Background: an optimization exercise with open tools, aiming at small area. Do not read the settings as production practice.
Only simulation tests tie the RTL to the original design; equivalence was not proved.
Power and IR drop assume default switching activity.

--- flow/design.v ---
`timescale 1ns / 1ps
module clockdiv(
	input wire clk,
	input wire rst,
	output wire dclk,
	output wire segclk,
	output wire [9:0] tick
	);
reg [17:0] q;
always @(posedge clk)
begin
	if (rst)
		q <= 0;
	else
		q <= q + 1;
end
assign segclk = (q == 18'h1ffff);
assign dclk = (q[1:0] == 2'b01);
assign tick = q[11:2];
endmodule
`timescale 1ns / 1ps
module segdisplay(
	input wire clk,
	input wire rst,
	input wire segclk,
	output reg [6:0] seg,
	output reg [3:0] an
	);
always @(posedge clk)
begin
	if (rst)
		an <= 4'b1111;
	else if (segclk)
		an <= {an[0] & ~(an[3] & an[2] & an[1]), an[3:1]};
end
always @(*)
begin
	case (an)
		4'b0111: seg = 7'b1001000;  
		4'b1011: seg = 7'b0110000;  
		4'b1101: seg = 7'b1001100;  
		4'b1110: seg = 7'b0001010;  
		default: seg = 7'b1111111;
	endcase
end
endmodule
`timescale 1ns / 1ps
module debounce(
	input wire clk,
	input wire rst,
	input wire dclk,
	input wire [9:0] tick,
	input wire btn,
	output wire fire
	);
reg pending;
reg [9:0] stamp;
assign fire = pending & (stamp == tick);
always @(posedge clk)
begin
	if (rst)
		pending <= 1'b0;
	else if (dclk) begin
		if (btn) pending <= 1'b1;
		else if (fire) pending <= 1'b0;
	end
end
always @(posedge clk)
begin
	if (dclk & btn)
		stamp <= tick;
end
endmodule
module vga640x480(
	input wire clk,			 
	input wire rst,			 
	input wire dclk,		 
	input wire [9:0] tick,	 
	input wire btns,
	input wire btnu,
	input wire btnd,
	input wire btnl,
	input wire btnr,
	output wire hsync,		 
	output wire vsync,		 
	output wire [2:0] red,	 
	output wire [2:0] green,  
	output wire [1:0] blue	 
	);
reg [3:0] konami;
reg [2:0] winner;         
reg [1:0] currentPlayer;  
reg [3:0] cursor;
reg [31:0] board;         
wire [1:0] b0  = board[1:0];
wire [1:0] b1  = board[3:2];
wire [1:0] b2  = board[5:4];
wire [1:0] b3  = board[7:6];
wire [1:0] b4  = board[9:8];
wire [1:0] b5  = board[11:10];
wire [1:0] b6  = board[13:12];
wire [1:0] b7  = board[15:14];
wire [1:0] b8  = board[17:16];
wire [1:0] b9  = board[19:18];
wire [1:0] b10 = board[21:20];
wire [1:0] b11 = board[23:22];
wire [1:0] b12 = board[25:24];
wire [1:0] b13 = board[27:26];
wire [1:0] b14 = board[29:28];
wire [1:0] b15 = board[31:30];
wire r0 = b0  != 0 & b0  == b1  & b1  == b2  & b2  == b3;
wire r1 = b4  != 0 & b4  == b5  & b5  == b6  & b6  == b7;
wire r2 = b8  != 0 & b8  == b9  & b9  == b10 & b10 == b11;
wire r3 = b12 != 0 & b12 == b13 & b13 == b14 & b14 == b15;
wire c0 = b0 != 0 & b0 == b4 & b4 == b8  & b8  == b12;
wire c1 = b1 != 0 & b1 == b5 & b5 == b9  & b9  == b13;
wire c2 = b2 != 0 & b2 == b6 & b6 == b10 & b10 == b14;
wire c3 = b3 != 0 & b3 == b7 & b7 == b11 & b11 == b15;
wire d0 = b0 != 0 & b0 == b5 & b5 == b10 & b10 == b15;
wire d1 = b3 != 0 & b3 == b6 & b6 == b9  & b9  == b11;
wire line = r0 | r1 | r2 | r3 | c0 | c1 | c2 | c3 | d0 | d1;
wire full = b0 != 0 & b1 != 0 & b2 != 0 & b3 != 0 & b4 != 0 & b5 != 0 & b6 != 0 & b7 != 0
          & b8 != 0 & b9 != 0 & b10 != 0 & b11 != 0 & b12 != 0 & b13 != 0 & b14 != 0 & b15 != 0;
wire [1:0] nextPlayer = (currentPlayer == 2'd3) ? 2'd1 : currentPlayer + 2'd1;
wire fs, fu, fd, fl, fr;
debounce DS(.clk(clk), .rst(rst), .dclk(dclk), .tick(tick), .btn(btns), .fire(fs));
debounce DU(.clk(clk), .rst(rst), .dclk(dclk), .tick(tick), .btn(btnu), .fire(fu));
debounce DD(.clk(clk), .rst(rst), .dclk(dclk), .tick(tick), .btn(btnd), .fire(fd));
debounce DL(.clk(clk), .rst(rst), .dclk(dclk), .tick(tick), .btn(btnl), .fire(fl));
debounce DR(.clk(clk), .rst(rst), .dclk(dclk), .tick(tick), .btn(btnr), .fire(fr));
integer i;
always @(posedge clk) begin
	if (rst) begin
		konami <= 0;
		winner <= 0;
		currentPlayer <= 1;
		cursor <= 0;
		board <= 0;
	end
	else if (dclk) begin
		if (fs) begin
			if (winner != 0) begin
				konami <= 0;
				winner <= 0;
				currentPlayer <= 1;
				cursor <= 0;
				board <= 0;
			end
			else begin
				currentPlayer <= nextPlayer;
				if (konami == 8)
					winner <= {1'b0, currentPlayer};
				else begin
					for (i = 0; i < 16; i = i + 1)
						if (cursor == i && board[2*i +: 2] == 2'd0)
							board[2*i +: 2] <= currentPlayer;
					if (line)
						winner <= {1'b0, currentPlayer};
					else if (full)
						winner <= 3'd4;
				end
			end
		end
		if (fu) begin
			if (cursor[3:2] != 2'd0) cursor <= cursor - 4'd4;
			konami <= (konami == 0 | konami == 1) ? konami + 4'd1 : 4'd0;
		end
		if (fd) begin
			if (cursor[3:2] != 2'd3) cursor <= cursor + 4'd4;
			konami <= (konami == 2 | konami == 3) ? konami + 4'd1 : 4'd0;
		end
		if (fl) begin
			if (cursor[1:0] != 2'd0) cursor <= cursor - 4'd1;
			konami <= (konami == 4 | konami == 6) ? konami + 4'd1 : 4'd0;
		end
		if (fr) begin
			if (cursor[1:0] != 2'd3) cursor <= cursor + 4'd1;
			konami <= (konami == 5 | konami == 7) ? konami + 4'd1 : 4'd0;
		end
	end
end
reg [2:0] hcol;
reg [7:0] hpos;
reg [2:0] vrow;
reg [6:0] vpos;
wire hEnd = (hpos == 8'd159);
wire lineEnd = hcol[2] & (hpos == 8'd15);            
wire vEnd = vrow[2] ? (vpos == 7'd40) : (vpos == 7'd119);
always @(posedge clk)
begin
	if (rst) begin
		hcol <= 3'd4;
		hpos <= 8'd16;
		vrow <= 3'd4;
		vpos <= 7'd10;
	end
	else if (dclk) begin
		if (hEnd) begin
			hpos <= 0;
			hcol <= hcol[2] ? 3'd0 : hcol + 3'd1;
		end
		else
			hpos <= hpos + 8'd1;
		if (lineEnd) begin
			if (vEnd) begin
				vpos <= 0;
				vrow <= vrow[2] ? 3'd0 : vrow + 3'd1;
			end
			else
				vpos <= vpos + 7'd1;
		end
	end
end
assign hsync = ~(hcol[2] & hpos >= 8'd16 & hpos < 8'd112);
assign vsync = ~(vrow[2] & (vpos == 7'd10 | vpos == 7'd11));
wire grid = (hcol[1:0] != 2'd0 & hpos < 8'd5) | (vrow[1:0] != 2'd0 & vpos < 7'd5);
wire lit = ~hcol[2] & ~vrow[2] & ~grid;
wire curHit = hcol[1:0] == cursor[1:0] & vrow[1:0] == cursor[3:2]
            & hpos >= 8'd75 & hpos < 8'd85 & vpos >= 7'd55 & vpos < 7'd65;
wire [1:0] cellv = board[{vrow[1:0], hcol[1:0], 1'b0} +: 2];
reg R, G, B;
always @(*)
begin
	if (winner != 0) begin
		R = winner == 3'd2;
		G = winner == 3'd3;
		B = winner == 3'd1;
	end
	else if (curHit) begin
		R = 1'b1;
		G = 1'b1;
		B = 1'b1;
	end
	else begin
		R = cellv == 2'd1;
		G = cellv == 2'd2;
		B = cellv == 2'd3;
	end
end
assign red   = {R & lit, R & lit, lit};
assign green = {G & lit, G & lit, lit};
assign blue  = {B & lit, lit};
endmodule
`timescale 1ns / 1ps
module NERP_demo_top(
	input wire clk,			 
	input wire rst,			 
	input wire btns,
	input wire btnu,
	input wire btnd,
	input wire btnl,
	input wire btnr,
	output wire [6:0] seg,	 
	output wire [3:0] an,	 
	output wire dp,			 
	output wire [2:0] red,	 
	output wire [2:0] green, 
	output wire [1:0] blue,	 
	output wire hsync,		 
	output wire vsync			 
	);
wire segclk;
wire dclk;
wire [9:0] tick;
assign dp = 1;
clockdiv U1(
	.clk(clk),
	.rst(rst),
	.segclk(segclk),
	.dclk(dclk),
	.tick(tick)
	);
segdisplay U2(
	.clk(clk),
	.rst(rst),
	.segclk(segclk),
	.seg(seg),
	.an(an)
	);
vga640x480 U3(
	.clk(clk),
	.rst(rst),
	.dclk(dclk),
	.tick(tick),
	.btns(btns),
	.btnu(btnu),
	.btnd(btnd),
	.btnl(btnl),
	.btnr(btnr),
	.hsync(hsync),
	.vsync(vsync),
	.red(red),
	.green(green),
	.blue(blue)
	);
endmodule
--- flow/run.sh ---
#!/bin/bash
# synth_recipe.tcl (not shown) runs the flow's synth.tcl, then flattens the netlist and writes it again
# the make line also repeats each setting of config.mk as NAME=value (left out here)
make -C /OpenROAD-flow-scripts/flow DESIGN_CONFIG=/design/flow/config.mk WORK_HOME=/design/flow/orfs CLKGATE_MAP_FILE= SYNTH_SCRIPT=/design/flow/synth_recipe.tcl finish
--- flow/config.mk ---
export PLATFORM = sky130hd
export DESIGN_NAME = NERP_demo_top
export DESIGN_NICKNAME = NERP_demo_top
export VERILOG_FILES = /design/flow/design.v
export SDC_FILE = /design/flow/constraint.sdc
export NUM_CORES = 4
export LEC_CHECK = 0
export CAP_MARGIN = 20
export CORE_MARGIN = 2
export CORE_UTILIZATION = 40
export SLEW_MARGIN = 20
--- flow/constraint.sdc ---
create_clock -name core_clock -period 10.0 [get_ports {clk}]
set_input_delay 2.0000 -clock core_clock [delete_from_list [all_inputs] [get_ports {clk}]]
set_output_delay 2.0000 -clock core_clock [all_outputs]
set_load 0.01 [all_outputs]
==> flow_summary_export.csv, run 1 <==
group,metric,value,unit
run_status,outcome,"complete, no violations",
pwr,ir_drop,0.104,mV
synth,synth_cell_types,74,
cts,cts.repair.resized,0,
route,vias_per_cell,5.40,
floorplanning,io_pins,29,
floorplanning,start_util,0.406,
route,first_pass_iters,9,
global_route,grt_pass1_wl,29700,um
pwr,p_seq_frac,0.475,
worst_setup_path,critical_path_class,"flip-flop to output port",
pwr,swShare,0.245,
global_route,antenna_found_initial,0,
synth,syn_area,7880,um^2
synth,synth.avg_cell_area,9.23,um^2
layout,diodes,0,
cts,path_clk_slew,0.07,ns
sta,slew_violations,0,
cts,insertion_delay,0.43,ns
global_route,grt_usage,0.182,
cts,cts_tree,"done",
cts,clockBufferDepth,2,
sta,slew_headroom,0.305,
sta,setup_viol,0,
job,maxCapViolCount,0,
sta,rsz0062_at_grt,"false",
synth,ys_seq_area_frac,0.427,
cts,htree_levels,4,
global_route,grt_pass1_vias,5595,
hold_path,hold_class,"flip-flop to flip-flop",
synth,synth_cells,854,
sta,fin_crit,5.29,ns
placed_design,dp_cells,1093,
layout,drive_above_1_share,0.0849,
pwr,clock_power_share,0.489,
cts,post-cts-setup-buffers,0,
sta,holdWs,0.475,ns
placed_design,place_congestion,0.904,
synth,ys_warn_count,4,
placed_design,dp_hpwl,12400,um
sta,period_share,0.529,
route,postRouteAntennaNets,0,
layout,areaGrowthSynthToFinish,11.5,%
placed_design,placed_area,8200,um^2
layout,stdcell_area,8790,um^2
sta,tightest_slew,1.04,ns
layout,final_core_util,0.453,
sta,finalSetupTns,0,ns
pwr,power_switching,0.320,mW
cts,clock-sinks,143,
worst_setup_path,cp-end-kind,"output port",
floorplanning,die_width,144,um
route,drt-total-wl,18000,um
layout,final_cells,1125,
worst_setup_path,rr_worst_depth,7,
pwr,combPwrFrac,0.036,
floorplanning,core_area,19400,um^2
sta,fin_skew,0.0120,ns
synth,syn-num-nets,887,
floorplanning,rows,51,
pwr,p_leak,3.08,nW
pwr,internal_power,0.984,mW
route,wire_per_inst,16.0,um
placed_design,numPortBuffers,27,
route,drc,0,
synth,synth_edf_count,50,
worst_setup_path,start_kind,"flip-flop",
route,drt_iter0_drc,495,
sta,hold_viol,0,
route,vias,6080,
pwr,power.density,148,nW/um^2
synth,synth_top_flop_cell,"dfxtp_1",
global_route,grt_remaining_overflow,0,
cts,cts_buffers,17,
layout,nNetsFinal,880,
cts,cts_hold_buffers,0,
worst_setup_path,cp_max_fo,13,
synth,ys_ff_latch,143,
floorplanning,die_area,20800,um^2
cts,root_buffer,"clkbuf_16",
floorplanning,die_h,144,um
synth,synthArstFlopShare,0,
sta,clock.fmax,189,MHz
global_route,grt_start_max_net_pins,50,
worst_setup_path,arrival,3.29,ns
worst_setup_path,worst_ep_required_time,8.00,ns
hold_path,hold_depth,1,
==> cell usage after synthesis (all sizes together) (7+ instances only) <==
| cell | count | area, um^2 |
|---|---|---|
| a22oi | 11 | 82.6 |
| xnor2 | 41 | 359 |
| or3 | 7 | 45.1 |
| clkbuf | 28 | 106 |
| nor3 | 17 | 90.1 |
| nand4 | 40 | 275 |
| nand2b | 7 | 43.8 |
| and3 | 8 | 50.1 |
| or4 | 17 | 128 |
| buf | 31 | 213 |
| o21ai | 20 | 100 |
| and2 | 15 | 93.8 |
| inv | 24 | 90.1 |
| a21oi | 57 | 289 |
| nand2 | 54 | 203 |
| mux4 | 10 | 225 |
| nand3 | 36 | 185 |
| nor2 | 134 | 503 |
| ha | 26 | 325 |
| xor2 | 41 | 359 |
| nor4 | 21 | 183 |
| edfxtp | 50 | 1500 |
| dfxtp | 93 | 1860 |
==> through the flow <==
step | power (mW) | worst slack (ns)
2_1_floorplan | 0.667 | 5.67
3_3_place_gp | 0.680 | 5.18
3_5_place_dp | 0.680 | 5.11
4_1_cts | 1.32 | 4.65
5_1_grt | 1.35 | 4.54
6_report | 1.30 | 4.71
==> registers in the layout, indices dropped and copies added, names as in the netlist, 4 cells and up, named ones only <==
name	flops
U1.q	18
U3.konami	4
U3.hpos	8
U3.board	32
U3.DU.stamp	10
U3.DR.stamp	10
U3.vpos	7
U3.DL.stamp	10
U3.DS.stamp	10
U2.an	4
U3.DD.stamp	10
==> final timing paths <==
| path | to | startpoint | slack (ns) |
|---|---|---|---|
| setup / recovery | red[1] | U3.hcol[0] | 4.71 |
| hold / removal | U1.q[0] | U1.q[0] | 0.47 |
| hold reg to reg | U1.q[0] | U1.q[0] | 0.47 |
| setup reg to reg | U3.board[19] | U1.q[9] | 6.93 |
==> power by group through the flow <==
| stage | combinational (mW) | clock, mW | sequential [mW] |
|---|---|---|---|
| global placement | 0.0474 | 0 | 0.632 |
| finish | 0.0474 | 0.637 | 0.619 |
| global route | 0.0529 | 0.675 | 0.621 |
| detailed placement | 0.0477 | 0 | 0.632 |
| CTS | 0.0478 | 0.649 | 0.619 |
| floorplan | 0.0372 | 0 | 0.630 |
==> area by class of cell <==
class / count / area, um^2
fill: 1898 / 10600
multi-input combinational: 626 / 4100
sequential: 143 / 3360
clock buffer: 17 / 425
tap: 265 / 332
timing repair buffer: 34 / 318
clock inverter: 15 / 160
inverter: 25 / 93.8
==> logic make-up (layout without fill, tap and decap cells) <==
group,after synthesis,in the layout,share of synthesized area
muxes,15,15,0.0349
other,1,1,0.000476
AOI/OAI and AO/OA,121,121,0.0973
xor gates and xnor gates,82,82,0.0911
adders and majority gates,26,26,0.0413
DFF,143,143,0.427
and+or+nand+nor,381,381,0.255
buffers and inverters,85,91,0.0535
==> routing by layer <==
| metal | global-route usage | wire [um] |
|---|---|---|
| met3 | 0.0344 | 919 |
| met2 | 0.290 | 8240 |
| met1 | 0.250 | 8610 |
| met4 | 0.0608 | 276 |
| met5 | 0 | 0 |
==> placed cells by master, fill, tap and decap left out, types with 11 or more instances in the layout <==
master	instances
nor2_1	134
dfxtp_1	93
a21oi_1	56
nand2_1	54
edfxtp_1	50
xor2_1	41
xnor2_1	41
nand4_1	36
nand3_1	35
ha_1	26
clkdlybuf4s50_1	26
inv_1	23
nor4_1	17
or4_1	17
clkbuf_16	17
o21ai_0	16
nor3_1	16
and2_1	15
a22oi_1	11
==> worst max-delay path, cell delays in order, from the launching register on <==
cell             delay (ns)
dfxtp_1                0.74
mux4_2                 0.59
mux4_2                 0.52
nand2b_1               0.16
a211oi_1               0.27
clkdlybuf4s50_1        0.58
==> inputs of run 2 (changes only) <==
--- a/flow/design.v
+++ b/flow/design.v
@@ -3,8 +3,7 @@
 	input wire clk,
 	input wire rst,
 	output wire dclk,
-	output wire segclk,
-	output wire [9:0] tick
+	output wire segclk
 	);
 reg [17:0] q;
 always @(posedge clk)
@@ -16,7 +15,6 @@
 end
 assign segclk = (q == 18'h1ffff);
 assign dclk = (q[1:0] == 2'b01);
-assign tick = q[11:2];
 endmodule
 `timescale 1ns / 1ps
 module segdisplay(
@@ -49,33 +47,28 @@
 	input wire clk,
 	input wire rst,
 	input wire dclk,
-	input wire [9:0] tick,
 	input wire btn,
 	output wire fire
 	);
-reg pending;
-reg [9:0] stamp;
-assign fire = pending & (stamp == tick);
+localparam [12:0] SEED = 13'h1378;
+reg [12:0] lfsr;
+assign fire = &lfsr;
 always @(posedge clk)
 begin
 	if (rst)
-		pending <= 1'b0;
-	else if (dclk) begin
-		if (btn) pending <= 1'b1;
-		else if (fire) pending <= 1'b0;
-	end
-end
-always @(posedge clk)
-begin
-	if (dclk & btn)
-		stamp <= tick;
+		lfsr <= 13'd0;
+	else if (dclk & btn)
+		lfsr <= SEED;
+	else if (fire)
+		lfsr <= 13'd0;
+	else
+		lfsr <= {lfsr[11:0], lfsr[12] ^ lfsr[2]};
 end
 endmodule
 module vga640x480(
 	input wire clk,			 
 	input wire rst,			 
 	input wire dclk,		 
-	input wire [9:0] tick,	 
 	input wire btns,
 	input wire btnu,
 	input wire btnd,
@@ -123,11 +116,11 @@
           & b8 != 0 & b9 != 0 & b10 != 0 & b11 != 0 & b12 != 0 & b13 != 0 & b14 != 0 & b15 != 0;
 wire [1:0] nextPlayer = (currentPlayer == 2'd3) ? 2'd1 : currentPlayer + 2'd1;
 wire fs, fu, fd, fl, fr;
-debounce DS(.clk(clk), .rst(rst), .dclk(dclk), .tick(tick), .btn(btns), .fire(fs));
-debounce DU(.clk(clk), .rst(rst), .dclk(dclk), .tick(tick), .btn(btnu), .fire(fu));
-debounce DD(.clk(clk), .rst(rst), .dclk(dclk), .tick(tick), .btn(btnd), .fire(fd));
-debounce DL(.clk(clk), .rst(rst), .dclk(dclk), .tick(tick), .btn(btnl), .fire(fl));
-debounce DR(.clk(clk), .rst(rst), .dclk(dclk), .tick(tick), .btn(btnr), .fire(fr));
+debounce DS(.clk(clk), .rst(rst), .dclk(dclk), .btn(btns), .fire(fs));
+debounce DU(.clk(clk), .rst(rst), .dclk(dclk), .btn(btnu), .fire(fu));
+debounce DD(.clk(clk), .rst(rst), .dclk(dclk), .btn(btnd), .fire(fd));
+debounce DL(.clk(clk), .rst(rst), .dclk(dclk), .btn(btnl), .fire(fl));
+debounce DR(.clk(clk), .rst(rst), .dclk(dclk), .btn(btnr), .fire(fr));
 integer i;
 always @(posedge clk) begin
 	if (rst) begin
@@ -137,7 +130,7 @@
 		cursor <= 0;
 		board <= 0;
 	end
-	else if (dclk) begin
+	else begin
 		if (fs) begin
 			if (winner != 0) begin
 				konami <= 0;
@@ -261,14 +254,12 @@
 	);
 wire segclk;
 wire dclk;
-wire [9:0] tick;
 assign dp = 1;
 clockdiv U1(
 	.clk(clk),
 	.rst(rst),
 	.segclk(segclk),
-	.dclk(dclk),
-	.tick(tick)
+	.dclk(dclk)
 	);
 segdisplay U2(
 	.clk(clk),
@@ -281,7 +272,6 @@
 	.clk(clk),
 	.rst(rst),
 	.dclk(dclk),
-	.tick(tick),
 	.btns(btns),
 	.btnu(btnu),
 	.btnd(btnd),
--- a/flow/config.mk
+++ b/flow/config.mk
@@ -8,4 +8,5 @@
 export CAP_MARGIN = 20
 export CORE_MARGIN = 2
 export CORE_UTILIZATION = 40
+export CTS_BUF_LIST = sky130_fd_sc_hd__clkbuf_8
 export SLEW_MARGIN = 20
==> run 2 against run 1 <==
Against the previous run: still clean on timing, DRC and antenna; sequential cell count up 10; die area fell by 5.9%; critical path depth rose by 2; first-iteration DRC count increased by 8.7%; synthesized cell count rose by 3.3%; utilization fell by 0.21 points; cell area down 7.2%; non-clock buffer count fell by 6; combinational power is 35% lower; sequential share of layout area decreased by 0.72 points; setup slack worse by 0.065 ns; fmax down 1.2%; critical endpoint is now green[2]; highest routed layer unchanged.
==> flow_summary_export.csv, run 2 <==
group,metric,value,unit
global_route,grt_pass1_vias,5529,
sta,slew_headroom,0.315,
synth,synth_area_leader_cell,"dfxtp_1",
synth,synth_cells,882,
route,postRouteAntennaNets,0,
synth,synthArstFlopShare,0,
cts,cts_hold_buffers,0,
floorplanning,start_util,0.409,
cts,htree_levels,4,
cts,root_buffer,"clkbuf_8",
cts,cts_tree,"done",
cts,cts_buffers,17,
worst_setup_path,rr_worst_depth,6,
cts,post-cts-setup-buffers,0,
pwr,p_seq_frac,0.532,
layout,final_core_util,0.451,
synth,synth.most_common_cell,"dfxtp_1",
synth,synth_cell_types,56,
synth,synth_common_cells,"153 x dfxtp_1, 129 x nand2_1, 100 x nor2_1, 45 x clkbuf_1, 40 x a21oi_1",
sta,fin_skew,0.0141,ns
job,maxCapViolCount,0,
layout,layout_commonest_cell,"dfxtp_1",
worst_setup_path,critical_path_class,"flip-flop to output port",
worst_setup_path,cp_max_fo,13,
pwr,power_switching,0.271,mW
layout,final_cell_mix,"153 x dfxtp_1, 129 x nand2_1, 99 x nor2_1",
sta,clock.fmax,187,MHz
layout,areaGrowthSynthToFinish,10.2,%
worst_setup_path,arrival,3.36,ns
layout,nFillCells,1736,
cts,path_clk_slew,0.08,ns
synth,syn-num-nets,914,
cts,clockBufferDepth,2,
floorplanning,die_h,140,um
placed_design,numPortBuffers,27,
placed_design,place_congestion,0.888,
global_route,antenna_found_initial,0,
worst_setup_path,r2r_slack,7.31,ns
placed_design,dp_hpwl,10800,um
sta,period_share,0.536,
cts,clock-sinks,153,
hold_path,hold_class,"flip-flop to flip-flop",
sta,finalSetupTns,0,ns
placed_design,pre_cts_slack,5.11,ns
sta,setup_ws,4.64,ns
synth,synth_edf_count,0,
cts,cts.repair.resized,0,
synth,synth.area.top_cells,"dfxtp_1 41%, nand2_1 6.5%, nor2_1 5.1%",
global_route,grt_pass1_wl,27100,um
route,drc,0,
floorplanning,rows,49,
floorplanning,io_pins,29,
global_route,grt_remaining_overflow,0,
sta,slew_violations,0,
layout,nNetsFinal,904,
sta,setup_viol,0,
synth,ys_warn_count,4,
route,drt-total-wl,15900,um
worst_setup_path,start_kind,"flip-flop",
pwr,internal_power,0.912,mW
sta,tightest_slew,1.03,ns
pwr,clock_power_share,0.442,
route,vias,6055,
sta,rsz0062_at_grt,"false",
placed_design,dp_cells,1082,
hold_path,hold_depth,2,
synth,synth_top_area_share,0.414,
synth,synth_top_flop_cell,"dfxtp_1",
worst_setup_path,cp-end-kind,"output port",
sta,fin_crit,5.36,ns
pwr,combPwrFrac,0.026,
pwr,ir_drop,0.0823,mV
floorplanning,die_area,19600,um^2
route,first_pass_iters,7,
synth,ys_seq_area_frac,0.414,
synth,ys_ff_latch,153,
synth,synth.avg_cell_area,8.40,um^2
pwr,swShare,0.229,
route,wire_per_inst,14.3,um
layout,diodes,0,
global_route,grt_usage,0.167,
cts,insertion_delay,0.46,ns
route,drt_iter0_drc,538,
layout,reg_top3,"U3.board (32), U1.q (18)",
pwr,power.density,145,nW/um^2
route,vias_per_cell,5.44,
layout,regMostFlops,"U3.board",
run_status,outcome,"complete, no violations",
global_route,grt_start_max_net_pins,99,
worst_setup_path,worst_ep_required_time,8.00,ns
synth,syn_area,7410,um^2
layout,final_cells,1113,
sta,hold_viol,0,
layout,largest_reg_flops,32,
floorplanning,core_area,18100,um^2
pwr,p_leak,3.16,nW
floorplanning,die_width,140,um
layout,drive_above_1_share,0.0611,
## run 2: changes by cell type after synthesis, sizes merged, moves of 18 or more
cell / before / now
xor2: 41 / 23
xnor2: 41 / 16
nor2: 134 / 100
buf: 31 / 12
dfxtp: 93 / 153
nand2: 54 / 130
edfxtp: 50 / 0
## run 2: worst paths after layout
check | start | to
max reg2reg | U3.DS.lfsr[2] | U3.konami[0]
max | U3.hcol[0] | green[2]
min | U3.DR.lfsr[5] | U3.DR.lfsr[6]
min reg2reg | U3.DR.lfsr[5] | U3.DR.lfsr[6]
## run 2: through the flow
step / hold WS [ns] / area, um^2 / total power, mW
5_1_grt: 0.457 / 8160 / 1.23
2_1_floorplan: 0.422 / 7410 / 0.665
3_5_place_dp: 0.433 / 7720 / 0.675
4_1_cts: 0.446 / 8160 / 1.20
6_report: 0.444 / 8160 / 1.18
3_3_place_gp: 0.430 / 7720 / 0.675
## run 2: routing by layer
metal,GRT usage,share of wire,vias to the layer above
li1,-,-,3081
met1,0.231,0.49,2805
met2,0.257,0.44,146
met3,0.0414,0.048,23
met4,0.0558,0.018,0
met5,0,0,-
## run 2: kinds of logic after synthesis
group,count (synthesis),share of synthesized area
AOI/OAI and AO/OA,109,0.0983
muxes,12,0.0301
buffers and inverters,78,0.0446
and+or+nand+nor,465,0.325
other,1,0.000506
adders and majority gates,25,0.0422
xor gates and xnor gates,39,0.0461
DFF,153,0.414
## run 2: final cells by class
cell class / instances / area [um^2] / area share
Inverter: 21 / 78.8 / 0.00966
Clock buffer: 18 / 248 / 0.0304
Tap cell: 229 / 287 / 0.0351
Multi-Input combinational cell: 651 / 4020 / 0.492
Timing Repair Buffer: 28 / 275 / 0.0337
Clock inverter: 13 / 191 / 0.0235
Sequential cell: 153 / 3060 / 0.375
## run 2: power by group through the flow
stage          sequential [mW]  combinational (mW)  clock (mW)
2_1_floorplan            0.642              0.0231           0
3_3_place_gp             0.644              0.0308           0
3_5_place_dp             0.644              0.0315           0
4_1_cts                  0.630              0.0315       0.536
5_1_grt                  0.632              0.0355       0.561
6_report                 0.630              0.0308       0.523
## run 2: critical path, cell delays in order (launching register included)
cell and delay [ns]:
dfxtp_1 0.74, mux4_2 0.58, a22oi_1 0.18, nand3_1 0.14, or2_1 0.23, a211o_1 0.30
a21oi_1 0.18, clkdlybuf4s50_1 0.56
==> inputs of run 3 (changes only) <==
--- a/flow/config.mk
+++ b/flow/config.mk
@@ -8,5 +8,4 @@
 export CAP_MARGIN = 20
 export CORE_MARGIN = 2
 export CORE_UTILIZATION = 40
-export CTS_BUF_LIST = sky130_fd_sc_hd__clkbuf_8
 export SLEW_MARGIN = 20
==> run 3 against run 2 <==
Against the previous run: largest power group is now clock; utilization up 1.1 points; critical path depth unchanged; synthesized area stayed put; fmax is 0.89% higher; first-iteration DRC count decreased by 5.0%; largest cell class unchanged; clock skew decreased by 0.0063 ns; count of clock-buffer cells in the layout did not move; wire length rose by 0.45%; hold slack got worse by 0.0039 ns; global-route usage increased by 0.13 points.
==> flow_summary_export.csv, run 3 <==
group,metric,value,unit
run_status,outcome,"complete, no violations",
pwr,p_leak,3.25,nW
synth,ys_ff_latch,153,
route,drc,0,
floorplanning,die_h,140,um
synth,synth.most_common_cell,"dfxtp_1",
cts,htree_levels,4,
worst_setup_path,worst_ep_required_time,8.00,ns
global_route,grt_remaining_overflow,0,
sta,finalSetupTns,0,ns
worst_setup_path,r2r-end,"U3.konami[0]",
worst_setup_path,critical_path_class,"flip-flop to output port",
sta,slew_violations,0,
pwr,ir_drop,0.104,mV
route,vias,6071,
route,postRouteAntennaNets,0,
layout,final_cell_mix,"153 x dfxtp_1, 129 x nand2_1, 99 x nor2_1",
hold_path,hold_class,"flip-flop to flip-flop",
sta,slew_headroom,0.324,
sta,hold_viol,0,
cts,post-cts-setup-buffers,0,
route,vias_per_cell,5.45,
worst_setup_path,cp_max_fo,13,
layout,final_cells,1113,
job,maxCapViolCount,0,
floorplanning,core_area,18100,um^2
layout,stdcell_area,8350,um^2
layout,areaGrowthSynthToFinish,12.7,%
synth,synth_cell_types,56,
synth,synth_edf_count,0,
layout,layout_commonest_cell,"dfxtp_1",
synth,ys_warn_count,4,
synth,synth_common_cells,"153 x dfxtp_1, 129 x nand2_1, 100 x nor2_1, 45 x clkbuf_1, 40 x a21oi_1",
worst_setup_path,rr_worst_depth,6,
placed_design,placed_area,7720,um^2
synth,synthSimpleGateAreaFrac,0.325,
worst_setup_path,crit_chain,"mux4_2 > a22oi_1 > nand3_1 > or2_1 > a211o_1 > a21oi_1 > clkdlybuf4s50_1",
floorplanning,die_width,140,um
worst_setup_path,start_kind,"flip-flop",
pwr,power.density,161,nW/um^2
cts,path_clk_slew,0.06,ns
global_route,grt_start_max_net_pins,99,
pwr,fin_total_pwr,1.34,mW
synth,muxShareOfSynthArea,0.0301,
synth,synth_top_family_by_area,"simple AND/OR/NAND/NOR gates",
route,wire_per_inst,14.3,um
synth,synth.area.top_cells,"dfxtp_1 41%, nand2_1 6.5%, nor2_1 5.1%",
layout,diodes,0,
synth,synth-adder-area-share,0.0422,
synth,synth_top_flop_cell,"dfxtp_1",
worst_setup_path,cp-end-kind,"output port",
worst_setup_path,crit_start,"U3.hcol[0]",
floorplanning,io_pins,29,
layout,regMostFlops,"U3.board",
global_route,antenna_found_initial,0,
sta,fin_skew,0.00773,ns
synth,synth_cells,882,
route,first_pass_iters,7,
route,drt-total-wl,15900,um
synth,ys_seq_area_frac,0.414,
synth,synth.avg_cell_area,8.40,um^2
layout,largest_reg_flops,32,
cts,cts_buffers,17,
synth,synth_xor_area_frac,0.0461,
synth,syn_area,7410,um^2
synth,synthArstFlopShare,0,
synth,synth_area_leader_cell,"dfxtp_1",
sta,period_share,0.531,
global_route,grt_pass1_wl,27300,um
sta,setup_ws,4.69,ns
sta,clock.fmax,188,MHz
synth,synth_compound_area_frac,0.0983,
cts,clockBufferDepth,2,
cts,insertion_delay,0.42,ns
worst_setup_path,reg2reg_from,"U3.DS.lfsr[2]",
worst_setup_path,cp-endpoint,"green[2]",
global_route,grt_pass1_vias,5542,
worst_setup_path,max_stage_delay,0.73,ns
worst_setup_path,cp_num_buf_inv,1,
placed_design,place_congestion,0.888,
synth,syn-num-nets,914,
synth,synth_top_area_share,0.414,
sta,rsz0062_at_grt,"false",
worst_setup_path,path_depth,7,
cts,clock-sinks,153,
floorplanning,rows,49,
worst_setup_path,slowest_stage,"dfxtp_1",
placed_design,numPortBuffers,27,
placed_design,pre_cts_slack,5.11,ns
layout,nNetsFinal,904,
sta,fin_crit,5.31,ns
layout,reg_top3,"U3.board (32), U1.q (18)",
cts,cts_hold_buffers,0,
floorplanning,die_area,19600,um^2
floorplanning,start_util,0.409,
worst_setup_path,arrival,3.31,ns
route,drt_iter0_drc,511,
placed_design,dp_cells,1082,
layout,drive_above_1_share,0.0611,
placed_design,dp_hpwl,10800,um
global_route,grt_usage,0.169,
cts,root_buffer,"clkbuf_16",
worst_setup_path,critPathTopFamily,"flip-flops",
sta,tightest_slew,1.01,ns
sta,setup_viol,0,
worst_setup_path,r2r_slack,7.32,ns
cts,cts_tree,"done",
cts,cts.repair.resized,0,
[run 3: changes by cell type in the layout (fill, tap and decap cells not counted)]
| cell | previous run | this run |
|---|---|---|
| clkbuf_16 | 0 | 17 |
| clkbuf_8 | 18 | 1 |
[run 3: metrics by stage]
| step | utilization | hold WS, ns |
|---|---|---|
| 5_1_grt | 0.462 | 0.454 |
| 3_5_place_dp | 0.427 | 0.433 |
| 4_1_cts | 0.462 | 0.439 |
| 3_3_place_gp | 0.427 | 0.430 |
| 2_1_floorplan | - | 0.422 |
| 6_report | 0.462 | 0.440 |
[run 3: layout make-up]
class                      count  area (um^2)
fill                        1716         9740
multi-input combinational    651         4020
sequential                   153         3060
clock buffer                  18          439
tap                          229          287
timing repair buffer          28          275
clock inverter                13          191
inverter                      21         78.8
[run 3: worst min-delay path by stage]
stage                        startpoint  depth (start not counted)  slack [ns]            end
after floorplan           U3.DD.lfsr[3]                          2        0.42  U3.DD.lfsr[4]
after global placement    U3.DU.lfsr[4]                          2        0.43  U3.DU.lfsr[5]
after detailed placement  U3.DU.lfsr[4]                          2        0.43  U3.DU.lfsr[5]
after CTS                 U3.DU.lfsr[4]                          2        0.44  U3.DU.lfsr[5]
after global routing      U3.DR.lfsr[8]                          2        0.45  U3.DR.lfsr[9]
final                     U3.DR.lfsr[5]                          2        0.44  U3.DR.lfsr[6]
[run 3: worst register-to-register path, delay by kind of cell (launching register included)]
| kind | cells | cell delay, ns |
|---|---|---|
| AO/OA/AOI/OAI | 1 | 0.14 |
| flip-flops | 1 | 0.37 |
| AND/OR/NAND/NOR | 5 | 2.11 |
[run 3: layer usage]
layer / part of all wire / track usage / up-vias
li1: - / - / 3081
met1: 0.49 / 0.234 / 2841
met2: 0.45 / 0.259 / 124
met3: 0.040 / 0.0407 / 25
met4: 0.020 / 0.0569 / 0
met5: 0 / 0 / -
[run 3: cell families (layout without fill, tap and decap cells)]
kind of cell | Yosys count | in the layout
AO/OA/AOI/OAI | 109 | 109
XOR/XNOR | 39 | 39
adder cells (fa/ha/maj) | 25 | 25
buffers and inverters | 78 | 80
flip-flops | 153 | 153
multiplexers | 12 | 12
other | 1 | 1
AND/OR/NAND/NOR | 465 | 465
[run 3: where the power goes]
| group | internal [mW] | switching (mW) |
|---|---|---|
| logic | 0.0108 | 0.0199 |
| registers | 0.623 | 0.00768 |
| clock network | 0.425 | 0.258 |
| total | 1.06 | 0.286 |
==> inputs of run 4 (changes only) <==
==> flow/flow/run.sh (new file) <==
#!/bin/bash
set -euo pipefail
bash standard.sh \
  "CTS_ARGS=-sink_clustering_enable -repair_clock_nets -dont_use_dummy_load -buf_list sky130_fd_sc_hd__clkbuf_8" \
  finish > standard.log 2>&1
==> flow/standard.sh (new file) <==
#!/bin/bash
# synth_recipe.tcl (not shown) runs the flow's synth.tcl, then flattens the netlist and writes it again
# the make line also repeats each setting of config.mk as NAME=value (left out here)
make -C /OpenROAD-flow-scripts/flow DESIGN_CONFIG=/design/flow/config.mk WORK_HOME=/design/flow/orfs CLKGATE_MAP_FILE= SYNTH_SCRIPT=/design/flow/synth_recipe.tcl "${@:-finish}"
removed: flow/run.sh
==> run 4 against run 3 <==
Against the previous run: still clean; combinational power about the same; critical path depth unchanged; sequential cell count stayed put; cell area is 4.8% lower; via count down 0.40%; first-iteration DRC count fell by 7.6%; setup slack got worse by 0.013 ns.
==> flow_summary_export.csv, run 4 <==
group,metric,value,unit
placed_design,numPortBuffers,27,
worst_setup_path,start_kind,"flip-flop",
synth,synth_common_cells,"153 x dfxtp_1, 129 x nand2_1, 100 x nor2_1, 45 x clkbuf_1, 40 x a21oi_1",
worst_setup_path,critPathTopFamily,"flip-flops",
hold_path,hold_class,"flip-flop to flip-flop",
route,drt_iter0_drc,472,
cts,cts.repair.resized,0,
layout,largest_reg_flops,32,
synth,synthArstFlopShare,0,
layout,seq_area,3060,um^2
floorplanning,die_h,140,um
cts,root_buffer,"clkbuf_8",
route,drt-total-wl,15800,um
route,first_pass_iters,19,
sta,setup_viol,0,
run_status,outcome,"complete, no violations",
cts,cts_hold_buffers,0,
synth,synth.area.top_cells,"dfxtp_1 41%, nand2_1 6.5%, nor2_1 5.1%",
sta,slew_headroom,0.320,
layout,reg_top3,"U3.board (32), U1.q (18)",
pwr,fin_total_pwr,1.01,mW
sta,finalSetupTns,0,ns
sta,clock.fmax,188,MHz
cts,post-cts-setup-buffers,0,
worst_setup_path,max_stage_delay,0.72,ns
global_route,grt_remaining_overflow,0,
cts,clock-sinks,153,
worst_setup_path,cp_max_fo,13,
sta,fin_skew,0.0300,ns
global_route,grt_pass1_wl,27000,um
worst_setup_path,cp_num_buf_inv,1,
pwr,p_leak,3.07,nW
layout,nFillCells,1751,
synth,synth.avg_cell_area,8.40,um^2
global_route,grt_start_max_net_pins,99,
worst_setup_path,slowest_stage,"dfxtp_1",
worst_setup_path,critical_path_class,"flip-flop to output port",
worst_setup_path,cp-end-kind,"output port",
global_route,grt_usage,0.167,
placed_design,place_congestion,0.888,
layout,layout_commonest_cell,"dfxtp_1",
cts,cts_buffers,17,
synth,synth_top_flop_cell,"dfxtp_1",
synth,synth_cells,882,
route,wire_per_inst,14.4,um
sta,tightest_slew,1.02,ns
pwr,power.density,127,nW/um^2
synth,synth_edf_count,0,
sta,period_share,0.532,
layout,drive_above_1_share,0.0460,
cts,insertion_delay,0.45,ns
worst_setup_path,worst_ep_required_time,8.00,ns
layout,nNetsFinal,904,
synth,synth_area_leader_cell,"dfxtp_1",
floorplanning,die_area,19600,um^2
synth,synth_top_area_share,0.414,
cts,htree_levels,4,
global_route,antenna_found_initial,0,
route,vias,6047,
sta,rsz0062_at_grt,"false",
synth,syn_area,7410,um^2
layout,areaGrowthSynthToFinish,7.38,%
sta,hold_viol,0,
synth,syn-num-nets,914,
synth,synth.most_common_cell,"dfxtp_1",
route,vias_per_cell,5.50,
sta,fin_crit,5.32,ns
global_route,grt_pass1_vias,5495,
job,maxCapViolCount,0,
floorplanning,start_util,0.409,
worst_setup_path,crit_chain,"mux4_2 > a22oi_1 > nand3_1 > or2_1 > a211o_1 > a21oi_1 > clkdlybuf4s50_1",
route,drc,0,
placed_design,dp_hpwl,10800,um
synth,ys_warn_count,4,
synth,ys_ff_latch,153,
sta,slew_violations,0,
pwr,ir_drop,0.0817,mV
synth,synth_cell_types,56,
floorplanning,io_pins,29,
route,postRouteAntennaNets,0,
layout,diodes,0,
layout,final_cell_mix,"153 x dfxtp_1, 129 x nand2_1, 99 x nor2_1",
cts,clockBufferDepth,2,
layout,multi_input_area,4020,um^2
floorplanning,core_area,18100,um^2
cts,path_clk_slew,0.08,ns
synth,ys_seq_area_frac,0.414,
floorplanning,die_width,140,um
layout,regMostFlops,"U3.board",
floorplanning,rows,49,
cts,cts_tree,"done",
worst_setup_path,arrival,3.32,ns
==> run 4: cells by family (layout without fill, tap and decap cells) <==
family,after synthesis,after routing,synth area share
adders and majority gates,25,25,0.0422
and+or+nand+nor,465,465,0.325
other,1,1,0.000506
AOI/OAI and AO/OA,109,109,0.0983
buffers and inverters,78,66,0.0446
muxes,12,12,0.0301
DFF,153,153,0.414
xor gates and xnor gates,39,39,0.0461
==> run 4: through the flow <==
| step | util | hold WS (ns) | setup slack [ns] | cells | area, um^2 |
|---|---|---|---|---|---|
| 6_report | 0.440 | 0.434 | 4.68 | 1099 | 7950 |
| 5_1_grt | 0.440 | 0.455 | 4.42 | 1099 | 7950 |
| 4_1_cts | 0.440 | 0.436 | 4.63 | 1099 | 7950 |
| 3_5_place_dp | 0.427 | 0.433 | 5.11 | 1082 | 7720 |
| 3_3_place_gp | 0.427 | 0.430 | 5.11 | 1082 | 7720 |
| 2_1_floorplan | - | 0.422 | 5.74 | 882 | 7410 |
==> run 4: final timing paths <==
kind / from / to / slack, ns / cells past startpoint
worst max-delay path: U3.hcol[0] / green[2] / 4.68 / 7
worst min-delay path: U3.DU.lfsr[3] / U3.DU.lfsr[4] / 0.43 / 2
worst max register to register: U3.DS.lfsr[2] / U3.konami[0] / 7.31 / 6
worst min register to register: U3.DU.lfsr[3] / U3.DU.lfsr[4] / 0.43 / 2
==> run 4: metal layers <==
layer,vias to the layer above,part of all wire,track usage,routed length [um]
met5,-,0,0,0
met4,0,0.020,0.0585,310
met3,24,0.049,0.0417,767
met2,154,0.44,0.257,7000
met1,2801,0.49,0.229,7730
li1,3068,-,-,-
==> run 4: report_power, final <==
| group | switching (mW) | leakage [nW] | total (mW) | internal (mW) |
|---|---|---|---|---|
| combinational | 0.0200 | 1.71 | 0.0308 | 0.0108 |
| clock | 0.196 | 0.122 | 0.346 | 0.150 |
| sequential | 0.00768 | 1.24 | 0.630 | 0.623 |
| total | 0.224 | 3.07 | 1.01 | 0.783 |
==> run 4: worst reg2reg max path, stage by stage (launching register included) <==
cell     delay [ns]
dfxtp_1        0.37
nand4_1        0.18
nor4_4         0.60
nand2_2        0.53
and3_1         0.42
or3b_1         0.37
a21oi_1        0.14
==> run 4: cell type report <==
cell class	count	share of cell area
repair buffers	28	0.0346
inverters	21	0.00991
clock buffers	17	0.0294
multi-input cells	651	0.505
well taps	229	0.0360
flip-flops and latches	153	0.385
==> inputs of run 5 (changes only) <==
==> flow/flow/run.sh (replaced) <==
#!/bin/bash
# Standard layout, with the clock tree built from clkbuf_8 without dummy loads
# and the port buffers made with buf_1.
set -euo pipefail
bash standard.sh \
  "CTS_ARGS=-sink_clustering_enable -repair_clock_nets -dont_use_dummy_load -buf_list sky130_fd_sc_hd__clkbuf_8" \
  "BUFFER_PORTS_ARGS=-buffer_cell sky130_fd_sc_hd__buf_1" \
  finish > standard.log 2>&1
==> run 5 against run 4 <==
Against the previous run: still clean; critical path depth did not move; cell count rose by 0.18%; combinational power fell by 3%; synthesized area did not move; cell area fell by 1.9%; synthesized cell count did not move; register-to-register slack got worse by 0.09 ns; fmax rose by 7.1%; sequential share of layout area rose by 0.74 points; via count fell by 1.3%; sequential power barely moved; clock skew fell by 0.0026 ns; critical endpoint is now green[1].
==> flow_summary_export.csv, run 5 <==
group,metric,value,unit
floorplanning,die_h,140,um
sta,tightest_slew,1.03,ns
route,wl_met3,661,um
global_route,grt_start_max_net_pins,99,
layout,diodes,0,
sta,fin_crit,4.97,ns
synth,synth_area_leader_cell,"dfxtp_1",
pwr,p_leak,3.01,nW
worst_setup_path,cp-end-kind,"output port",
sta,fin_skew,0.0275,ns
pwr,power.density,129,nW/um^2
floorplanning,io_pins,29,
cts,path_clk_slew,0.09,ns
cts,root_buffer,"clkbuf_8",
cts,cts_tree,"done",
layout,areaGrowthSynthToFinish,5.36,%
worst_setup_path,cp_max_fo,13,
floorplanning,start_util,0.409,
cts,cts_hold_buffers,0,
global_route,grt_usage,0.166,
layout,nFillCells,1800,
route,postRouteAntennaNets,0,
placed_design,numPortBuffers,27,
global_route,grt_pass1_wl,26800,um
route,first_pass_iters,21,
synth,synth_common_cells,"153 x dfxtp_1, 129 x nand2_1, 100 x nor2_1, 45 x clkbuf_1, 40 x a21oi_1",
layout,final_cells,1101,
route,vias,5968,
route,vias_per_cell,5.42,
cts,htree_levels,4,
layout,drive_above_1_share,0.0470,
floorplanning,die_width,140,um
hold_path,hold_class,"flip-flop to flip-flop",
route,dr.max_layer_used,"met4",
floorplanning,die_area,19600,um^2
layout,multi_input_area,4010,um^2
placed_design,dp_hpwl,10900,um
route,met2WireLength,6980,um
synth,synth_edf_count,0,
synth,syn_area,7410,um^2
layout,nNetsFinal,906,
pwr,ir_drop,0.0702,mV
layout,final_core_util,0.431,
run_status,outcome,"complete, no violations",
floorplanning,rows,49,
worst_setup_path,arrival,2.97,ns
job,maxCapViolCount,0,
layout,final_cell_mix,"153 x dfxtp_1, 129 x nand2_1, 100 x nor2_1",
worst_setup_path,critical_path_class,"flip-flop to output port",
synth,synth_cell_types,56,
cts,cts_buffers,17,
synth,synthArstFlopShare,0,
sta,setup_viol,0,
synth,synth_top_area_share,0.414,
synth,ys_ff_latch,153,
cts,clock-sinks,153,
sta,finalSetupTns,0,ns
synth,synth.area.top_cells,"dfxtp_1 41%, nand2_1 6.5%, nor2_1 5.1%",
global_route,antenna_found_initial,0,
sta,hold_viol,0,
route,drc,0,
global_route,grt_remaining_overflow,0,
sta,rsz0062_at_grt,"false",
cts,post-cts-setup-buffers,0,
route,drt_iter0_drc,449,
layout,layout_commonest_cell,"dfxtp_1",
route,wire_per_inst,14.3,um
cts,cts.repair.resized,0,
sta,slew_violations,0,
synth,ys_seq_area_frac,0.414,
worst_setup_path,worst_ep_required_time,8.00,ns
layout,largest_reg_flops,32,
synth,syn-num-nets,914,
layout,seq_area,3060,um^2
sta,slew_headroom,0.310,
sta,period_share,0.497,
synth,synth.most_common_cell,"dfxtp_1",
layout,reg_top3,"U3.board (32), U1.q (18)",
worst_setup_path,start_kind,"flip-flop",
cts,clockBufferDepth,2,
sta,clock.fmax,201,MHz
synth,synth.avg_cell_area,8.40,um^2
synth,synth_top_flop_cell,"dfxtp_1",
layout,regMostFlops,"U3.board",
placed_design,dp_cells,1084,
floorplanning,core_area,18100,um^2
route,drt-total-wl,15700,um
cts,insertion_delay,0.46,ns
global_route,grt_pass1_vias,5461,
route,met1_length,7830,um
placed_design,place_congestion,0.871,
synth,ys_warn_count,4,
synth,synth_cells,882,
run 5: worst paths after layout:
path	from	end	slack, ns	cells after the start
min	U3.DD.lfsr[8]	U3.DD.lfsr[9]	0.41	2
min reg2reg	U3.DD.lfsr[8]	U3.DD.lfsr[9]	0.41	2
max	U3.hcol[0]	green[1]	5.03	7
max reg2reg	U3.DS.lfsr[2]	U3.konami[0]	7.22	6
run 5: cell families after synthesis:
| kind of cell | synth area share |
|---|---|
| adders and majority gates | 0.0422 |
| other | 0.000506 |
| AOI/OAI and AO/OA | 0.0983 |
| and+or+nand+nor | 0.325 |
| buffers and inverters | 0.0446 |
| xor gates and xnor gates | 0.0461 |
| muxes | 0.0301 |
| DFF | 0.414 |
run 5: per-stage QoR:
step	cell area [um^2]	hold slack [ns]	power [mW]	worst slack, ns
floorplan	7410	0.422	0.665	5.74
global placement	7570	0.430	0.674	5.49
detailed placement	7570	0.431	0.674	5.48
CTS	7800	0.424	1.02	4.98
global route	7800	0.423	1.05	4.77
finish	7800	0.414	1.01	5.03
run 5: layout make-up:
type                       count  share of cell area
inverter                      21              0.0101
clock buffer                  17              0.0300
sequential                   153               0.393
tap                          229              0.0367
multi-input combinational    651               0.514
timing repair buffer          30              0.0164
run 5: worst max-delay path: stages (launching register included):
cell     delay [ns]
dfxtp_1        0.74
mux4_2         0.58
a22oi_1        0.19
nand3_1        0.16
or2_1          0.23
a211o_1        0.29
a21oi_1        0.17
buf_1          0.17
run 5: layer usage:
layer,track usage,vias up
met2,0.266,112
met4,0.0548,0
met1,0.221,2770
li1,-,3064
met5,0,-
met3,0.0397,22
run 5: where the power goes:
group,leakage [nW],switching (mW),total [mW],internal [mW]
sequential,1.24,0.00750,0.630,0.623
combinational,1.65,0.0200,0.0298,0.00981
clock,0.122,0.198,0.348,0.150
==> inputs of run 6 (changes only) <==
--- a/flow/design.v
+++ b/flow/design.v
@@ -5,16 +5,21 @@
 	output wire dclk,
 	output wire segclk
 	);
-reg [17:0] q;
-always @(posedge clk)
-begin
-	if (rst)
-		q <= 0;
-	else
-		q <= q + 1;
-end
-assign segclk = (q == 18'h1ffff);
-assign dclk = (q[1:0] == 2'b01);
+reg [1:0] phase;
+reg [17:0] sr;
+always @(posedge clk)
+begin
+	if (rst) begin
+		phase <= 2'd0;
+		sr <= 18'd0;
+	end
+	else begin
+		phase <= phase + 2'd1;
+		sr <= {sr[16:0], sr[17] ^ sr[10] ^ (sr[16:0] == 17'd0)};
+	end
+end
+assign segclk = (sr == 18'h02010);
+assign dclk = (phase == 2'b01);
 endmodule
 `timescale 1ns / 1ps
 module segdisplay(
@@ -50,19 +55,19 @@
 	input wire btn,
 	output wire fire
 	);
-localparam [12:0] SEED = 13'h1378;
-reg [12:0] lfsr;
-assign fire = &lfsr;
+localparam [10:0] SEED = 11'h3ff;
+reg [10:0] lfsr;
+assign fire = dclk & (&lfsr);
 always @(posedge clk)
 begin
 	if (rst)
-		lfsr <= 13'd0;
+		lfsr <= 11'd0;
 	else if (dclk & btn)
 		lfsr <= SEED;
 	else if (fire)
-		lfsr <= 13'd0;
+		lfsr <= 11'd0;
 	else
-		lfsr <= {lfsr[11:0], lfsr[12] ^ lfsr[2]};
+		lfsr <= {lfsr[9:0], lfsr[10] ^ lfsr[8]};
 end
 endmodule
 module vga640x480(
@@ -179,6 +184,10 @@
 wire hEnd = (hpos == 8'd159);
 wire lineEnd = hcol[2] & (hpos == 8'd15);            
 wire vEnd = vrow[2] ? (vpos == 7'd40) : (vpos == 7'd119);
+wire hStep = dclk;
+wire hWrap = dclk & hEnd;
+wire vStep = dclk & lineEnd;
+wire vWrap = vStep & vEnd;
 always @(posedge clk)
 begin
 	if (rst) begin
@@ -187,21 +196,11 @@
 		vrow <= 3'd4;
 		vpos <= 7'd10;
 	end
-	else if (dclk) begin
-		if (hEnd) begin
-			hpos <= 0;
-			hcol <= hcol[2] ? 3'd0 : hcol + 3'd1;
-		end
-		else
-			hpos <= hpos + 8'd1;
-		if (lineEnd) begin
-			if (vEnd) begin
-				vpos <= 0;
-				vrow <= vrow[2] ? 3'd0 : vrow + 3'd1;
-			end
-			else
-				vpos <= vpos + 7'd1;
-		end
+	else begin
+		hpos <= hWrap ? 8'd0 : hpos + {7'd0, hStep};
+		hcol <= (hWrap & hcol[2]) ? 3'd0 : hcol + {2'd0, hWrap};
+		vpos <= vWrap ? 7'd0 : vpos + {6'd0, vStep};
+		vrow <= (vWrap & vrow[2]) ? 3'd0 : vrow + {2'd0, vWrap};
 	end
 end
 assign hsync = ~(hcol[2] & hpos >= 8'd16 & hpos < 8'd112);
--- a/flow/config.mk
+++ b/flow/config.mk
@@ -7,5 +7,5 @@
 export LEC_CHECK = 0
 export CAP_MARGIN = 20
 export CORE_MARGIN = 2
-export CORE_UTILIZATION = 40
+export CORE_UTILIZATION = 65
 export SLEW_MARGIN = 20
==> run 6 against run 5 <==
Against the previous run: wire length up 0.16%; sequential power down 3.3%; register-to-register slack better by 0.02 ns; hold slack better by 0.012 ns; sequential share of layout area up 1.3 points; setup slack better by 0.28 ns.
==> flow_summary_export.csv, run 6 <==
group,metric,value,unit
job,maxCapViolCount,0,
worst_setup_path,worst_ep_required_time,8.00,ns
run_status,outcome,"complete, no violations",
worst_setup_path,cp-end-kind,"output port",
cts,post-cts-setup-buffers,0,
cts,path_clk_slew,0.07,ns
synth,ys_warn_count,4,
route,postRouteAntennaNets,0,
cts,clockBufferDepth,2,
synth,synthArstFlopShare,0,
placed_design,dp_hpwl,11100,um
synth,synth.avg_cell_area,8.65,um^2
synth,synth.most_common_cell,"dfxtp_1",
layout,nNetsFinal,816,
worst_setup_path,start_kind,"flip-flop",
cts,cts_hold_buffers,0,
worst_setup_path,cp_max_fo,11,
sta,clock.fmax,213,MHz
sta,setup_ws,5.31,ns
worst_setup_path,crit_chain,"xor2_1 > nor3_1 > nand3_1 > a2111oi_0 > nor2_1 > a211oi_1 > buf_1",
layout,drive_above_1_share,0.0497,
placed_design,numPortBuffers,27,
worst_setup_path,max_stage_delay,0.68,ns
synth,ys_seq_area_frac,0.421,
sta,tightest_slew,0.872,ns
layout,diodes,0,
floorplanning,die_area,11400,um^2
layout,areaGrowthSynthToFinish,3.89,%
layout,reg_top3,"U3.board (32), U1.sr (18)",
global_route,antenna_found_initial,0,
global_route,grt_use_met1,0.375,
synth,synth_common_cells,"145 x dfxtp_1, 78 x nand2_1, 64 x a21oi_1, 54 x nor2_1, 45 x nand3_1",
global_route,busiest_layer,"met2",
sta,rsz0062_at_grt,"false",
pwr,p_leak,2.88,nW
floorplanning,die_width,107,um
synth,synth_compound_area_frac,0.152,
global_route,grt_pass1_wl,26100,um
synth,synth-adder-area-share,0.0418,
synth,ys_ff_latch,145,
cts,clock-sinks,145,
floorplanning,io_pins,29,
synth,syn_area,6890,um^2
global_route,grt_pass1_vias,5516,
synth,syn-num-nets,826,
worst_setup_path,critical_path_class,"flip-flop to output port",
synth,synth_area_leader_cell,"dfxtp_1",
synth,synth_top_area_share,0.421,
layout,final_cell_mix,"145 x dfxtp_1, 78 x nand2_1, 64 x a21oi_1",
sta,fin_skew,0.0253,ns
sta,setup_viol,0,
sta,slew_headroom,0.414,
placed_design,placed_area,6920,um^2
global_route,grt_use_met2,0.454,
synth,synth_edf_count,0,
hold_path,hold_depth,1,
global_route,grt_start_max_net_pins,53,
global_route,met3_usage,0.0675,
pwr,power.density,137,nW/um^2
route,first_pass_iters,7,
layout,largest_reg_flops,32,
worst_setup_path,arrival,2.69,ns
sta,fin_crit,4.69,ns
floorplanning,start_util,0.667,
hold_path,hold_class,"flip-flop to flip-flop",
global_route,grt_remaining_overflow,0,
sta,period_share,0.469,
sta,hold_viol,0,
layout,final_core_util,0.693,
sta,finalSetupTns,0,ns
synth,synthSimpleGateAreaFrac,0.274,
route,drt-total-wl,15800,um
synth,synth_top_flop_cell,"dfxtp_1",
route,drc,0,
synth,synth_cells,796,
route,drt_iter0_drc,487,
synth,synth.area.top_cells,"dfxtp_1 42%, a21oi_1 4.6%, nand2_1 4.2%",
floorplanning,core_area,10300,um^2
cts,cts_tree,"done",
cts,cts.repair.resized,0,
placed_design,place_congestion,0.942,
hold_path,hold-path-endpoint,"U1.phase[0]",
synth,muxShareOfSynthArea,0.0320,
floorplanning,rows,37,
cts,cts_buffers,17,
worst_setup_path,critPathTopFamily,"compound AO/OA/AOI/OAI gates",
worst_setup_path,r2r_slack,7.24,ns
pwr,ir_drop,0.174,mV
sta,slew_violations,0,
cts,htree_levels,4,
cts,insertion_delay,0.45,ns
layout,stdcell_area,7160,um^2
worst_setup_path,cp_num_buf_inv,1,
route,wire_per_inst,17.1,um
placed_design,pre_cts_slack,5.80,ns
worst_setup_path,slowest_stage,"dfxtp_1",
route,vias_per_cell,6.41,
layout,regMostFlops,"U3.board",
worst_setup_path,reg2reg_from,"U1.phase[0]",
route,vias,5894,
synth,synth_xor_area_frac,0.0305,
layout,layout_commonest_cell,"dfxtp_1",
hold_path,min_from,"U1.phase[0]",
global_route,grt_usage,0.289,
layout,nFillCells,850,
worst_setup_path,rr_worst_depth,6,
cts,root_buffer,"clkbuf_8",
floorplanning,die_h,107,um
synth,synth_cell_types,59,
synth,synth_top_family_by_area,"simple AND/OR/NAND/NOR gates",
worst_setup_path,r2r-end,"U3.board[7]",
[run 6: cell count changes in the layout (fill, tap and decap cells not counted), moves of 9 or more]
cell,before,now
a21o_1,2,38
a21oi_1,40,64
a22oi_1,19,9
and2_1,32,5
and4_1,15,0
nand2_1,129,78
nand3_1,36,45
nand3b_1,11,2
nor2_1,100,54
nor2b_1,6,23
xor2_1,23,13
[run 6: layout make-up]
cell class	count	area [um^2]	share of cell area
multi-input cells	575	3660	0.512
flip-flops and latches	145	2900	0.406
clock buffers	17	234	0.0327
well taps	136	170	0.0238
repair buffers	30	125	0.0175
inverters	17	63.8	0.00892
[run 6: how the worst max path moves through the flow]
stage,start,endpoint,slack (ns),depth (start not counted)
6_report,U3.hcol[0],red[2],5.31,7
5_1_grt,U3.hcol[0],red[2],4.91,7
2_1_floorplan,U3.hcol[0],red[2],5.88,7
3_5_place_dp,U3.hcol[0],red[2],5.80,6
4_1_cts,U3.hcol[0],red[2],5.34,7
3_3_place_gp,U3.hcol[0],red[1],5.88,6
[run 6: worst reg2reg max path: stages (launching register included)]
cell and delay, ns:
dfxtp_1 0.34, ha_1 0.56, nand4_1 0.25, nor3_2 0.63, and3_1 0.55, nand3_1 0.13
a21oi_1 0.22
[run 6: kinds of logic after synthesis]
family	count (synthesis)
AO/OA/AOI/OAI	161
XOR/XNOR	24
adder cells (fa/ha/maj)	23
buffers and inverters	76
flip-flops	145
multiplexers	11
other	1
AND/OR/NAND/NOR	355
[run 6: per-stage QoR]
stage	hold WS (ns)	instances	total power [mW]
floorplan	0.399	796	0.651
global placement	0.406	903	0.658
detailed placement	0.423	903	0.661
CTS	0.432	920	0.983
global route	0.467	920	1.02
finish	0.426	920	0.977
[run 6: routing by layer]
metal | routed length (um) | part of all wire | up-vias
met5 | 0 | 0 | -
met4 | 463 | 0.029 | 0
met3 | 1130 | 0.072 | 52
met2 | 7470 | 0.47 | 247
met1 | 6710 | 0.43 | 2749
li1 | - | - | 2846
[run 6: power by group]
| group | internal, mW | total [mW] | switching (mW) |
|---|---|---|---|
| clock network | 0.149 | 0.330 | 0.180 |
| logic | 0.0162 | 0.0384 | 0.0223 |
| registers | 0.597 | 0.609 | 0.0120 |
==> inputs of run 7 (changes only) <==
--- a/flow/config.mk
+++ b/flow/config.mk
@@ -7,5 +7,5 @@
 export LEC_CHECK = 0
 export CAP_MARGIN = 20
 export CORE_MARGIN = 2
-export CORE_UTILIZATION = 65
+export CORE_UTILIZATION = 40
 export SLEW_MARGIN = 20
==> run 7 against run 6 <==
Against the previous run: combinational power is essentially flat; utilization shrank 26 points; die area grew 60%; non-clock buffer count shrank 1; wire length grew 1.4%; critical endpoint unchanged; highest routed layer unchanged.
==> flow_summary_export.csv, run 7 <==
group,metric,value,unit
floorplanning,io_pins,29,
worst_setup_path,cp-end-kind,"output port",
sta,setup_viol,0,
worst_setup_path,start_kind,"flip-flop",
global_route,grt_start_max_net_pins,60,
sta,finalSetupTns,0,ns
layout,final_cell_mix,"145 x dfxtp_1, 78 x nand2_1, 64 x a21oi_1",
worst_setup_path,r2r_slack,7.31,ns
synth,synth_area_leader_cell,"dfxtp_1",
worst_setup_path,slowest_stage,"dfxtp_1",
floorplanning,die_area,18300,um^2
worst_setup_path,crit_chain,"xor2_1 > nor3_1 > nand3_1 > a2111oi_0 > nor2_1 > a211oi_1 > buf_1",
synth,ys_ff_latch,145,
sta,fin_skew,0.0342,ns
hold_path,hold_depth,1,
hold_path,hold_class,"flip-flop to flip-flop",
floorplanning,core_area,16700,um^2
worst_setup_path,cp_num_buf_inv,1,
synth,synthArstFlopShare,0,
route,drc,0,
floorplanning,start_util,0.412,
synth,synth_edf_count,0,
sta,slew_headroom,0.433,
worst_setup_path,rr_worst_depth,7,
cts,cts_tree,"done",
layout,nFillCells,1655,
cts,clock-sinks,145,
floorplanning,rows,47,
global_route,antenna_found_initial,0,
placed_design,pre_cts_slack,5.72,ns
global_route,grt_remaining_overflow,0,
synth,synth_top_flop_cell,"dfxtp_1",
route,wire_per_inst,15.9,um
sta,slew_violations,0,
synth,ys_seq_area_frac,0.421,
synth,synth_common_cells,"145 x dfxtp_1, 78 x nand2_1, 64 x a21oi_1, 54 x nor2_1, 45 x nand3_1",
synth,synth_xor_area_frac,0.0305,
worst_setup_path,worst_ep_required_time,8.00,ns
cts,post-cts-setup-buffers,0,
cts,insertion_delay,0.46,ns
layout,largest_reg_flops,32,
synth,muxShareOfSynthArea,0.0320,
synth,synth_compound_area_frac,0.152,
placed_design,dp_hpwl,11300,um
pwr,p_leak,2.87,nW
synth,syn-num-nets,826,
cts,cts_hold_buffers,0,
route,postRouteAntennaNets,0,
worst_setup_path,arrival,2.68,ns
run_status,outcome,"complete, no violations",
sta,setup_ws,5.32,ns
placed_design,place_congestion,0.891,
layout,diodes,0,
synth,syn_area,6890,um^2
floorplanning,die_width,135,um
job,maxCapViolCount,0,
layout,nNetsFinal,815,
cts,path_clk_slew,0.08,ns
cts,clockBufferDepth,2,
layout,final_cells,1003,
placed_design,placed_area,7020,um^2
route,drt_iter0_drc,508,
placed_design,dp_cells,986,
worst_setup_path,max_stage_delay,0.70,ns
route,vias,5808,
cts,cts.repair.resized,0,
sta,period_share,0.468,
layout,drive_above_1_share,0.0498,
cts,cts_buffers,17,
sta,clock.fmax,214,MHz
synth,synth_top_family_by_area,"simple AND/OR/NAND/NOR gates",
worst_setup_path,critical_path_class,"flip-flop to output port",
sta,rsz0062_at_grt,"false",
synth,synth.avg_cell_area,8.65,um^2
pwr,fin_total_pwr,0.981,mW
synth,synth-adder-area-share,0.0418,
synth,ys_warn_count,4,
floorplanning,die_h,135,um
cts,root_buffer,"clkbuf_8",
cts,htree_levels,4,
route,vias_per_cell,5.79,
route,drt-total-wl,16000,um
layout,areaGrowthSynthToFinish,5.32,%
synth,synth_cell_types,59,
worst_setup_path,cp_max_fo,11,
sta,tightest_slew,0.843,ns
worst_setup_path,critPathTopFamily,"compound AO/OA/AOI/OAI gates",
sta,fin_crit,4.68,ns
sta,hold_viol,0,
pwr,power.density,135,nW/um^2
synth,synth.area.top_cells,"dfxtp_1 42%, a21oi_1 4.6%, nand2_1 4.2%",
pwr,ir_drop,0.0822,mV
layout,reg_top3,"U3.board (32), U1.sr (18)",
layout,stdcell_area,7260,um^2
worst_setup_path,path_depth,7,
synth,synth.most_common_cell,"dfxtp_1",
layout,layout_commonest_cell,"dfxtp_1",
global_route,grt_pass1_vias,5379,
synth,synth_cells,796,
synth,synthSimpleGateAreaFrac,0.274,
route,first_pass_iters,7,
placed_design,numPortBuffers,27,
global_route,grt_usage,0.182,
global_route,grt_pass1_wl,26700,um
synth,synth_top_area_share,0.421,
layout,regMostFlops,"U3.board",
## run 7: cell counts after synthesis
Identical to the previous run, type by type.
## run 7: layout make-up
cell class	count	area, um^2	area share
multi-input combinational	575	3660	0.505
sequential	145	2900	0.400
tap	220	275	0.0379
clock buffer	17	234	0.0322
timing repair buffer	29	118	0.0162
inverter	17	63.8	0.00879
## run 7: worst paths after layout
kind                    start           to
hold / removal    U1.phase[0]  U1.phase[0]
setup / recovery   U3.hcol[0]       red[2]
hold reg to reg   U1.phase[0]  U1.phase[0]
setup reg to reg  U1.phase[0]    flip-flop
## run 7: logic make-up after synthesis
family / count (synthesis)
adders and majority gates: 23
other: 1
AOI/OAI and AO/OA: 161
buffers and inverters: 76
muxes: 11
and+or+nand+nor: 355
xor gates and xnor gates: 24
DFF: 145
## run 7: per-stage QoR
stage	utilization	hold WS, ns
2_1_floorplan	-	0.399
3_3_place_gp	0.420	0.408
3_5_place_dp	0.420	0.412
4_1_cts	0.434	0.430
5_1_grt	0.434	0.442
6_report	0.434	0.427
## run 7: where the power goes
group	switching (mW)	internal, mW
combinational	0.0222	0.0161
sequential	0.0119	0.597
clock	0.184	0.149
## run 7: routing by layer
layer	vias to the layer above	GRT usage	wire (um)
li1	2839	-	-
met1	2778	0.249	7490
met2	175	0.281	7310
met3	16	0.0426	983
met4	0	0.0613	199
met5	-	0	0

-- afterwards: timing with drivers on the ports --
Ports are ideal in the flow. The routed layouts listed here were re-timed in OpenROAD. Step 1 assumes that a clkbuf_16 drives the clock port and a buf_2 every other input. Step 2 also shifts input and output timing later by t, the mid clock arrival at the registers, as if the neighbouring blocks saw the same clock. Slacks: ideal ports / drivers / drivers and shift; pairs: ideal ports / drivers.
| run | t (ns) | setup slack, ns | latest minus earliest clock arrival (ns) | cell pins on the clock port's net |
|---|---|---|---|---|
| run 1 | 0.471 | 4.705 / 4.660 / 5.131 | 0.012 / 0.012 | 1 |
| run 2 | 0.491 | 4.641 / 4.601 / 5.092 | 0.014 / 0.014 | 1 |
| run 3 | 0.456 | 4.688 / 4.646 / 5.101 | 0.009 / 0.009 | 1 |
| run 4 | 0.481 | 4.675 / 4.635 / 5.115 | 0.030 / 0.031 | 1 |
| run 5 | 0.491 | 5.028 / 4.987 / 5.478 | 0.028 / 0.029 | 1 |
| run 6 | 0.474 | 5.306 / 5.272 / 5.746 | 0.027 / 0.028 | 1 |
| run 7 | 0.480 | 5.317 / 5.275 / 5.755 | 0.035 / 0.035 | 1 |
After both steps setup and hold are still met in every run listed.
